From an optimization exercise on the open Yosys and OpenROAD flow, aimed at small area, a short achievable clock period and few clock cycles per item; shortcuts taken in it are not production practice. In this exercise RTL edits were held to simulation tests only and were not proved equivalent to the original.

## trial 68
==> flow/design.v (excerpt) <==
module ntt_core #(
    parameter WIDTH = 24
)(
    input  wire          clk,
    input  wire          rst_n,
    input  wire          start,
    output reg           done,
    output reg  [7:0]    ram_addr_a,
    output reg           ram_we_a,
    output wire [WIDTH-1:0] ram_wdata_a,
    input  wire [WIDTH-1:0] ram_rdata_a,
    output reg  [7:0]    ram_addr_b,
    output reg           ram_we_b,
    output wire [WIDTH-1:0] ram_wdata_b,
    input  wire [WIDTH-1:0] ram_rdata_b
);
export LEC_CHECK = 0
export CAP_MARGIN = 20
export CORE_MARGIN = 2
export CORE_UTILIZATION = 40
export CTS_BUF_LIST = sky130_fd_sc_hd__clkbuf_8
export PLACE_DENSITY = 0.6
export SLEW_MARGIN = 20
export TNS_END_PERCENT = 10
create_clock -name core_clock -period 10.0 [get_ports {clk}]
standard.sh (not shown) runs the stock make flow with config.mk's settings and CLKGATE_MAP_FILE= SYNTH_SCRIPT=/design/flow/synth_recipe.tcl, a recipe that flattens the netlist after the stock synthesis.
==> flow/flow/run.sh <==
#!/bin/bash
# The standard layout (the standard.sh: standard synthesis, floorplan, place,
# CTS, route, finish) with two changes to how it is made:
#  - the repair steps aim at a setup slack margin of 6.5 ns instead of 0, so that
#    they also work on paths shorter than the clock period;
#  - the port buffers that the standard flow inserts are buf_2 cells.
# The constraints (constraint.sdc) are unchanged.
set -euo pipefail
bash standard.sh SETUP_SLACK_MARGIN=6.5 "BUFFER_PORTS_ARGS=-buffer_cell sky130_fd_sc_hd__buf_2" finish > standard.log 2>&1
Testbench counts of trial 68, summed over its fixed seeds: cycles 24,888, transforms 24.
## Diff of input files: build 10 against trial 68
- CTS_BUF_LIST removed (was sky130_fd_sc_hd__clkbuf_8)
==> run summary <==
Between build 10 and trial 68, the clock-cell share of area figures differ only marginally. Delta(remaining max-slew budget at the tightest pin, build 10 - trial 68) < 0. Going from trial 68 to build 10, footprint of the flip-flops and latches level; sequential fraction of total cell area barely changed; non-clock buffer count went up.


== try-violet ==
ntt_core, a different RTL version from the one above (not shown whole).
For scale: roughly 5,100 cells after synthesis, about 120 I/O pins, roughly 0.045 sq mm of cells after synthesis.
// ntt_core
module ntt_core #(
    parameter WIDTH = 24
)(
    input  wire          clk,
    input  wire          rst_n,
    input  wire          start,
    output reg           done,
    output reg  [7:0]    ram_addr_a,
    output reg           ram_we_a,
    output wire [WIDTH-1:0] ram_wdata_a,
    input  wire [WIDTH-1:0] ram_rdata_a,
    output reg  [7:0]    ram_addr_b,
    output reg           ram_we_b,
    output wire [WIDTH-1:0] ram_wdata_b,
    input  wire [WIDTH-1:0] ram_rdata_b
);
export LEC_CHECK = 0
export CAP_MARGIN = 20
export CORE_MARGIN = 2
export CORE_UTILIZATION = 40
export CTS_BUF_LIST = sky130_fd_sc_hd__clkbuf_16
export CTS_CLUSTER_DIAMETER = 120
export CTS_CLUSTER_SIZE = 20
export PLACE_DENSITY = 0.6
export SLEW_MARGIN = 20
export TNS_END_PERCENT = 20
create_clock -name core_clock -period 10.0 [get_ports {clk}]
==> flow/flow/run.sh <==
#!/bin/bash
# The standard layout (the standard.sh: standard synthesis, floorplan, place,
# CTS, route, finish) with two changes to how it is made:
#  - the repair steps aim at a setup slack margin of 6.8 ns instead of 0, so that
#    they also work on paths shorter than the clock period;
#  - the port buffers that the standard flow inserts are buf_2 cells.
# The constraints (constraint.sdc) are unchanged.
set -euo pipefail
bash standard.sh SETUP_SLACK_MARGIN=6.8 "BUFFER_PORTS_ARGS=-buffer_cell sky130_fd_sc_hd__buf_2" finish > standard.log 2>&1
try-violet went all the way through the flow, and no timing, DRC or antenna check failed.
Testbench counts of try-violet, summed over its fixed seeds: cycles 25,008, transforms 24.
For try-delta, these inputs were changed with respect to try-violet:
# try-violet
export LEC_CHECK = 0
export CAP_MARGIN = 20
export CORE_MARGIN = 2
export CORE_UTILIZATION = 40
export CTS_BUF_LIST = sky130_fd_sc_hd__clkbuf_16
export CTS_CLUSTER_DIAMETER = 120
export CTS_CLUSTER_SIZE = 20
export PLACE_DENSITY = 0.6
export SLEW_MARGIN = 20
export TNS_END_PERCENT = 20
create_clock -name core_clock -period 10.0 [get_ports {clk}]
# try-delta
export LEC_CHECK = 0
export CAP_MARGIN = 20
export CORE_MARGIN = 2
export CORE_UTILIZATION = 40
export PLACE_DENSITY = 0.6
export SLEW_MARGIN = 20
export TNS_END_PERCENT = 10
create_clock -name core_clock -period 10.0 [get_ports {clk}]
--- a/flow/flow/run.sh
+++ b/flow/flow/run.sh
@@ -4 +4 @@
-#  - the repair steps aim at a setup slack margin of 6.8 ns instead of 0, so that
+#  - the repair steps aim at a setup slack margin of 6.5 ns instead of 0, so that
@@ -9 +9 @@
-bash standard.sh SETUP_SLACK_MARGIN=6.8 "BUFFER_PORTS_ARGS=-buffer_cell sky130_fd_sc_hd__buf_2" finish > standard.log 2>&1
+bash standard.sh SETUP_SLACK_MARGIN=6.5 "BUFFER_PORTS_ARGS=-buffer_cell sky130_fd_sc_hd__buf_2" finish > standard.log 2>&1
==> run summary <==
Setup slack, try-violet and try-delta: lower on try-delta. As far as number of hold buffers added after cts goes, try-delta and try-violet are indistinguishable; the numbers are identical. For met2 global-route usage, try-violet and try-delta come out practically identical. Fraction of area in multi-input gates for try-delta is lower than for try-violet. Relative to try-violet, total detailed-routing wirelength has decreased by 1.7% in try-delta. Going from try-violet to try-delta, global-route wire length before repair went down by 0.35%, non-clock buffer count went down by 56, net total in the final layout went down by 0.46%.
Input changes introduced in try-willow (baseline for comparison: try-delta):
# try-delta
export LEC_CHECK = 0
export CAP_MARGIN = 20
export CORE_MARGIN = 2
export CORE_UTILIZATION = 40
export PLACE_DENSITY = 0.6
export SLEW_MARGIN = 20
export TNS_END_PERCENT = 10
create_clock -name core_clock -period 10.0 [get_ports {clk}]
# try-willow
export LEC_CHECK = 0
export CAP_MARGIN = 20
export CORE_MARGIN = 2
export CORE_UTILIZATION = 40
export CTS_BUF_LIST = sky130_fd_sc_hd__clkbuf_8
export PLACE_DENSITY = 0.6
export SLEW_MARGIN = 20
export TNS_END_PERCENT = 5
create_clock -name core_clock -period 10.0 [get_ports {clk}]
--- a/flow/flow/run.sh
+++ b/flow/flow/run.sh
@@ -4 +4 @@
-#  - the repair steps aim at a setup slack margin of 6.5 ns instead of 0, so that
+#  - the repair steps aim at a setup slack margin of 6.8 ns instead of 0, so that
@@ -9 +9 @@
-bash standard.sh SETUP_SLACK_MARGIN=6.5 "BUFFER_PORTS_ARGS=-buffer_cell sky130_fd_sc_hd__buf_2" finish > standard.log 2>&1
+bash standard.sh SETUP_SLACK_MARGIN=6.8 "BUFFER_PORTS_ARGS=-buffer_cell sky130_fd_sc_hd__buf_2" finish > standard.log 2>&1
==> comparison <==
No stage failed in try-delta, and the final checks on the layout all came back clean.
Both conditions hold for try-willow: the flow ran to the end and the final layout passed the timing, design-rule and antenna checks.
Of try-willow and try-delta, try-willow shows the higher flip-flop and latch area, with try-delta below it.
try-delta -> try-willow: synthesized cell count delta 0, exact match
Taking try-delta as the reference, in try-willow count of non-CTS buffers in the layout grew by 11%, number of instances resized during post-cts repair now sits higher.
Relative to try-willow, the following input files were edited for try-zinc:
# try-willow
export LEC_CHECK = 0
export CAP_MARGIN = 20
export CORE_MARGIN = 2
export CORE_UTILIZATION = 40
export CTS_BUF_LIST = sky130_fd_sc_hd__clkbuf_8
export PLACE_DENSITY = 0.6
export SLEW_MARGIN = 20
export TNS_END_PERCENT = 5
create_clock -name core_clock -period 10.0 [get_ports {clk}]
# try-zinc
export LEC_CHECK = 0
export CAP_MARGIN = 20
export CORE_MARGIN = 2
export CORE_UTILIZATION = 40
export CTS_BUF_LIST = sky130_fd_sc_hd__clkbuf_16
export CTS_CLUSTER_DIAMETER = 120
export CTS_CLUSTER_SIZE = 20
export PLACE_DENSITY = 0.6
export SLEW_MARGIN = 20
export TNS_END_PERCENT = 10
create_clock -name core_clock -period 10.0 [get_ports {clk}]
--- a/flow/flow/run.sh
+++ b/flow/flow/run.sh
@@ -4 +4 @@
-#  - the repair steps aim at a setup slack margin of 6.8 ns instead of 0, so that
+#  - the repair steps aim at a setup slack margin of 6.9 ns instead of 0, so that
@@ -9 +9 @@
-bash standard.sh SETUP_SLACK_MARGIN=6.8 "BUFFER_PORTS_ARGS=-buffer_cell sky130_fd_sc_hd__buf_2" finish > standard.log 2>&1
+bash standard.sh SETUP_SLACK_MARGIN=6.9 "BUFFER_PORTS_ARGS=-buffer_cell sky130_fd_sc_hd__buf_2" finish > standard.log 2>&1
Findings:
try-zinc was carried through to the last stage, and its layout satisfied the timing, design-rule and antenna checks.
Per the comparison of try-zinc with try-willow, wire length of the first global-routing pass climbed about 1.1%, length of routed wiring on met1 increased 3.0%.
Diff try-willow -> try-zinc: shortest period the worst path allows rose by 25 ps; placer congestion estimate dropped 0.0091; final-stage net count has remained practically unchanged; xor and xnor area share after synthesis barely changed.
Cmp try-willow and try-zinc / setup slack after layout / lower: try-zinc
[compare] base=try-willow new=try-zinc: total vias in the final route barely changed.
Edits applied to the flow inputs when going from try-zinc to try-raven:
# try-zinc
export LEC_CHECK = 0
export CAP_MARGIN = 20
export CORE_MARGIN = 2
export CORE_UTILIZATION = 40
export CTS_BUF_LIST = sky130_fd_sc_hd__clkbuf_16
export CTS_CLUSTER_DIAMETER = 120
export CTS_CLUSTER_SIZE = 20
export PLACE_DENSITY = 0.6
export SLEW_MARGIN = 20
export TNS_END_PERCENT = 10
create_clock -name core_clock -period 10.0 [get_ports {clk}]
# try-raven
export LEC_CHECK = 0
export CAP_MARGIN = 20
export CORE_MARGIN = 2
export CORE_UTILIZATION = 40
export CTS_BUF_LIST = sky130_fd_sc_hd__clkbuf_8
export PLACE_DENSITY = 0.6
export SLEW_MARGIN = 20
export TNS_END_PERCENT = 10
create_clock -name core_clock -period 10.0 [get_ports {clk}]
--- a/flow/flow/run.sh
+++ b/flow/flow/run.sh
@@ -4 +4 @@
-#  - the repair steps aim at a setup slack margin of 6.9 ns instead of 0, so that
+#  - the repair steps aim at a setup slack margin of 6.5 ns instead of 0, so that
@@ -9 +9 @@
-bash standard.sh SETUP_SLACK_MARGIN=6.9 "BUFFER_PORTS_ARGS=-buffer_cell sky130_fd_sc_hd__buf_2" finish > standard.log 2>&1
+bash standard.sh SETUP_SLACK_MARGIN=6.5 "BUFFER_PORTS_ARGS=-buffer_cell sky130_fd_sc_hd__buf_2" finish > standard.log 2>&1
- Final critical-path required period in try-raven vs try-zinc: up 220 ps
- Looking at worst-case setup margin in the final layout, try-raven sits 220 ps lower than try-zinc does.
- Side by side, via count turned out lower in try-raven than in try-zinc.
- Pre-CTS worst setup slack: try-raven > try-zinc
- Of try-raven and try-zinc, it is try-raven that has the lower upper clock frequency limit.
- The higher core utilization of try-raven and try-zinc is in try-zinc.
- Between try-raven and try-zinc, the minimum hold slack is higher for try-raven.
- Having completed the whole flow, try-raven delivered a layout that passed the timing, design-rule and antenna checks.


ntt_core again, from the RTL that the note above started with.
export LEC_CHECK = 0
export CAP_MARGIN = 20
export CORE_MARGIN = 2
export CORE_UTILIZATION = 40
export CTS_BUF_LIST = sky130_fd_sc_hd__clkbuf_8
export PLACE_DENSITY = 0.6
export SLEW_MARGIN = 20
export TNS_END_PERCENT = 10
create_clock -name core_clock -period 10.0 [get_ports {clk}]
==> flow/flow/run.sh <==
#!/bin/bash
# The standard layout (the standard.sh: standard synthesis, floorplan, place,
# CTS, route, finish) with two changes to how it is made:
#  - the repair steps aim at a setup slack margin of 6.8 ns instead of 0, so that
#    they also work on paths shorter than the clock period;
#  - the port buffers that the standard flow inserts are buf_2 cells.
# The constraints (constraint.sdc) are unchanged.
set -euo pipefail
bash standard.sh SETUP_SLACK_MARGIN=6.8 "BUFFER_PORTS_ARGS=-buffer_cell sky130_fd_sc_hd__buf_2" finish > standard.log 2>&1
The first run went through all stages and came out clean.
Testbench counts at the start, summed over its fixed seeds: cycles 25,008, transforms 24.
Change:
CTS_BUF_LIST = sky130_fd_sc_hd__clkbuf_16   (was sky130_fd_sc_hd__clkbuf_8)
CTS_CLUSTER_DIAMETER = 120   (was not set)
CTS_CLUSTER_SIZE = 20   (was not set)
Result: Register-to-register slack gets worse by 0.03 ns. Worst hold slack gets better by 0.052 ns. Count of clock-buffer cells in the layout shrinks by 77. Die area is unchanged. Non-clock buffer count does not change. First-iteration DRC count grows by about 6%.
Change:
CTS_CLUSTER_DIAMETER = 90   (was 120)
CTS_CLUSTER_SIZE = 30   (was 20)
Result: Synthesized cell count does not change; wire length hardly moves; setup slack gets better by 0.014 ns; worst hold slack stays flat; core utilization hardly moves.


MS:
ntt_core, a different RTL version from the one above (not shown whole).
For scale: about 5100 cells after synthesis, about 540 flip-flops, ~44000 µm² of cells after synthesis.
export LEC_CHECK = 0
export CAP_MARGIN = 20
export CORE_MARGIN = 2
export CORE_UTILIZATION = 40
export PLACE_DENSITY = 0.6
export SLEW_MARGIN = 20
export TNS_END_PERCENT = 25
create_clock -name core_clock -period 10.0 [get_ports {clk}]
==> flow/flow/run.sh <==
#!/bin/bash
# The standard layout (the standard.sh: standard synthesis, floorplan, place,
# CTS, route, finish) with two changes to how it is made:
#  - the repair steps aim at a setup slack margin of 6.5 ns instead of 0, so that
#    they also work on paths shorter than the clock period;
#  - the port buffers that the standard flow inserts are buf_2 cells.
# The constraints (constraint.sdc) are unchanged.
set -euo pipefail
bash standard.sh SETUP_SLACK_MARGIN=6.5 "BUFFER_PORTS_ARGS=-buffer_cell sky130_fd_sc_hd__buf_2" finish > standard.log 2>&1
MS closes out successfully: all stages finished, all timing, DRC and antenna checks passed.
Testbench counts of MS, summed over its fixed seeds: cycles 24,888, transforms 24.
For PW, these inputs were changed with respect to MS:
- TNS_END_PERCENT now 10, was 25
==> comparison <==
Taking MS as the reference, in PW setup slack decreased 51 ps; count of clock-buffer cells in the layout increased about 11%; met1 routing resource usage after global routing increased 1.0 points; wire length increased 2900 µm.


RTL: one of the versions met above, not the one the previous note started from.
Size: about 5100 cells after synthesis, about 600 flip-flops, roughly 0.045 mm² of cells after synthesis.
export LEC_CHECK = 0
export CAP_MARGIN = 20
export CORE_MARGIN = 2
export CORE_UTILIZATION = 40
export CTS_BUF_LIST = sky130_fd_sc_hd__clkbuf_8
export PLACE_DENSITY = 0.6
export SLEW_MARGIN = 20
export TNS_END_PERCENT = 10
create_clock -name core_clock -period 10.0 [get_ports {clk}]
==> flow/flow/run.sh <==
#!/bin/bash
# The standard layout (the standard.sh: standard synthesis, floorplan, place,
# CTS, route, finish) with two changes to how it is made:
#  - the repair steps aim at a setup slack margin of 7.1 ns instead of 0, so that
#    they also work on paths shorter than the clock period;
#  - the port buffers that the standard flow inserts are buf_2 cells.
# The constraints (constraint.sdc) are unchanged.
set -euo pipefail
bash standard.sh SETUP_SLACK_MARGIN=7.1 "BUFFER_PORTS_ARGS=-buffer_cell sky130_fd_sc_hd__buf_2" finish > standard.log 2>&1
The first run produced a clean layout.
Testbench counts at the start, summed over its fixed seeds: cycles 25,008, transforms 24.
Edit:
--- a/flow/flow/run.sh
+++ b/flow/flow/run.sh
@@ -4 +4 @@
-#  - the repair steps aim at a setup slack margin of 7.1 ns instead of 0, so that
+#  - the repair steps aim at a setup slack margin of 6.8 ns instead of 0, so that
@@ -9 +9 @@
-bash standard.sh SETUP_SLACK_MARGIN=7.1 "BUFFER_PORTS_ARGS=-buffer_cell sky130_fd_sc_hd__buf_2" finish > standard.log 2>&1
+bash standard.sh SETUP_SLACK_MARGIN=6.8 "BUFFER_PORTS_ARGS=-buffer_cell sky130_fd_sc_hd__buf_2" finish > standard.log 2>&1
--- a/flow/config.mk
+++ b/flow/config.mk
@@ -11 +11,3 @@
-export CTS_BUF_LIST = sky130_fd_sc_hd__clkbuf_8
+export CTS_BUF_LIST = sky130_fd_sc_hd__clkbuf_16
+export CTS_CLUSTER_DIAMETER = 150
+export CTS_CLUSTER_SIZE = 30
The changed run finished clean.
Routed wire length falls by 1.7%.
First-iteration DRC count rises by about 4%.
Worst setup slack improved by 16 ps.
Edit:
--- a/flow/config.mk
+++ b/flow/config.mk
@@ -11,4 +11,2 @@
-export CTS_BUF_LIST = sky130_fd_sc_hd__clkbuf_16
-export CTS_CLUSTER_DIAMETER = 150
-export CTS_CLUSTER_SIZE = 30
-export PLACE_DENSITY = 0.6
+export CTS_BUF_LIST = sky130_fd_sc_hd__clkbuf_8
+export PLACE_DENSITY = 0.7
Effect:
- cell area is higher by a few percent
- core utilization went up by 2.0 points
- routed wire length climbs slightly
- worst setup slack gets worse by 44 ps
- sequential share of layout area falls by 1.0 points
- first-iteration DRC count rose by roughly a tenth
- global-route usage goes down by 0.30 points
- clock skew grows by 13 ps

separate check: timing with driven ports:
In the flow no input, the clock included, has a driving cell. The finished layouts below were timed again as built, in two steps.
Step 1, drivers: a clkbuf_16 drives clk and a buf_2 each remaining input, both assumed.
Step 2 moves the port delays by t, midway between the first and last clock arrival at a register: inputs arrive t later, outputs are due t later. That takes back most of the time a late clock gives input paths.
Slacks: ideal ports / drivers / drivers and shift; pairs: ideal ports / drivers.
run	t, ns	setup WS [ns]	worst setup path at the end	slew at the worst register clock pin (ns)	cell pins on the clock port's net
trial 68	0.774	6.288 / 6.288 / 6.288	register to register	0.07 / 0.07	1
build 10	0.724	6.185 / 6.185 / 6.185	register to register	0.07 / 0.07	1
try-violet	0.663	6.566 / 6.566 / 6.566	register to register	0.09 / 0.09	1
try-delta	0.702	6.356 / 6.356 / 6.356	register to register	0.07 / 0.07	1
try-willow	0.811	6.557 / 6.557 / 6.557	register to register	0.08 / 0.08	1
try-zinc	0.690	6.532 / 6.532 / 6.532	register to register	0.09 / 0.09	1
try-raven	0.810	6.312 / 6.312 / 6.312	register to register	0.08 / 0.08	1
the first run of note 3	0.811	6.587 / 6.587 / 6.587	register to register	0.07 / 0.07	1
the second run of note 3	0.673	6.554 / 6.554 / 6.554	register to register	0.09 / 0.09	1
the third run of note 3	0.739	6.569 / 6.569 / 6.569	register to register	0.12 / 0.12	1
MS	0.742	6.318 / 6.318 / 6.318	register to register	0.07 / 0.07	1
PW	0.714	6.266 / 6.266 / 6.266	register to register	0.08 / 0.08	1
the first run of note 5	0.794	6.546 / 6.546 / 6.546	register to register	0.07 / 0.07	1
the second run of note 5	0.691	6.561 / 6.561 / 6.561	register to register	0.12 / 0.12	1
the third run of note 5	0.807	6.517 / 6.517 / 6.517	register to register	0.08 / 0.08	1
After both steps setup and hold are still met in every run listed.
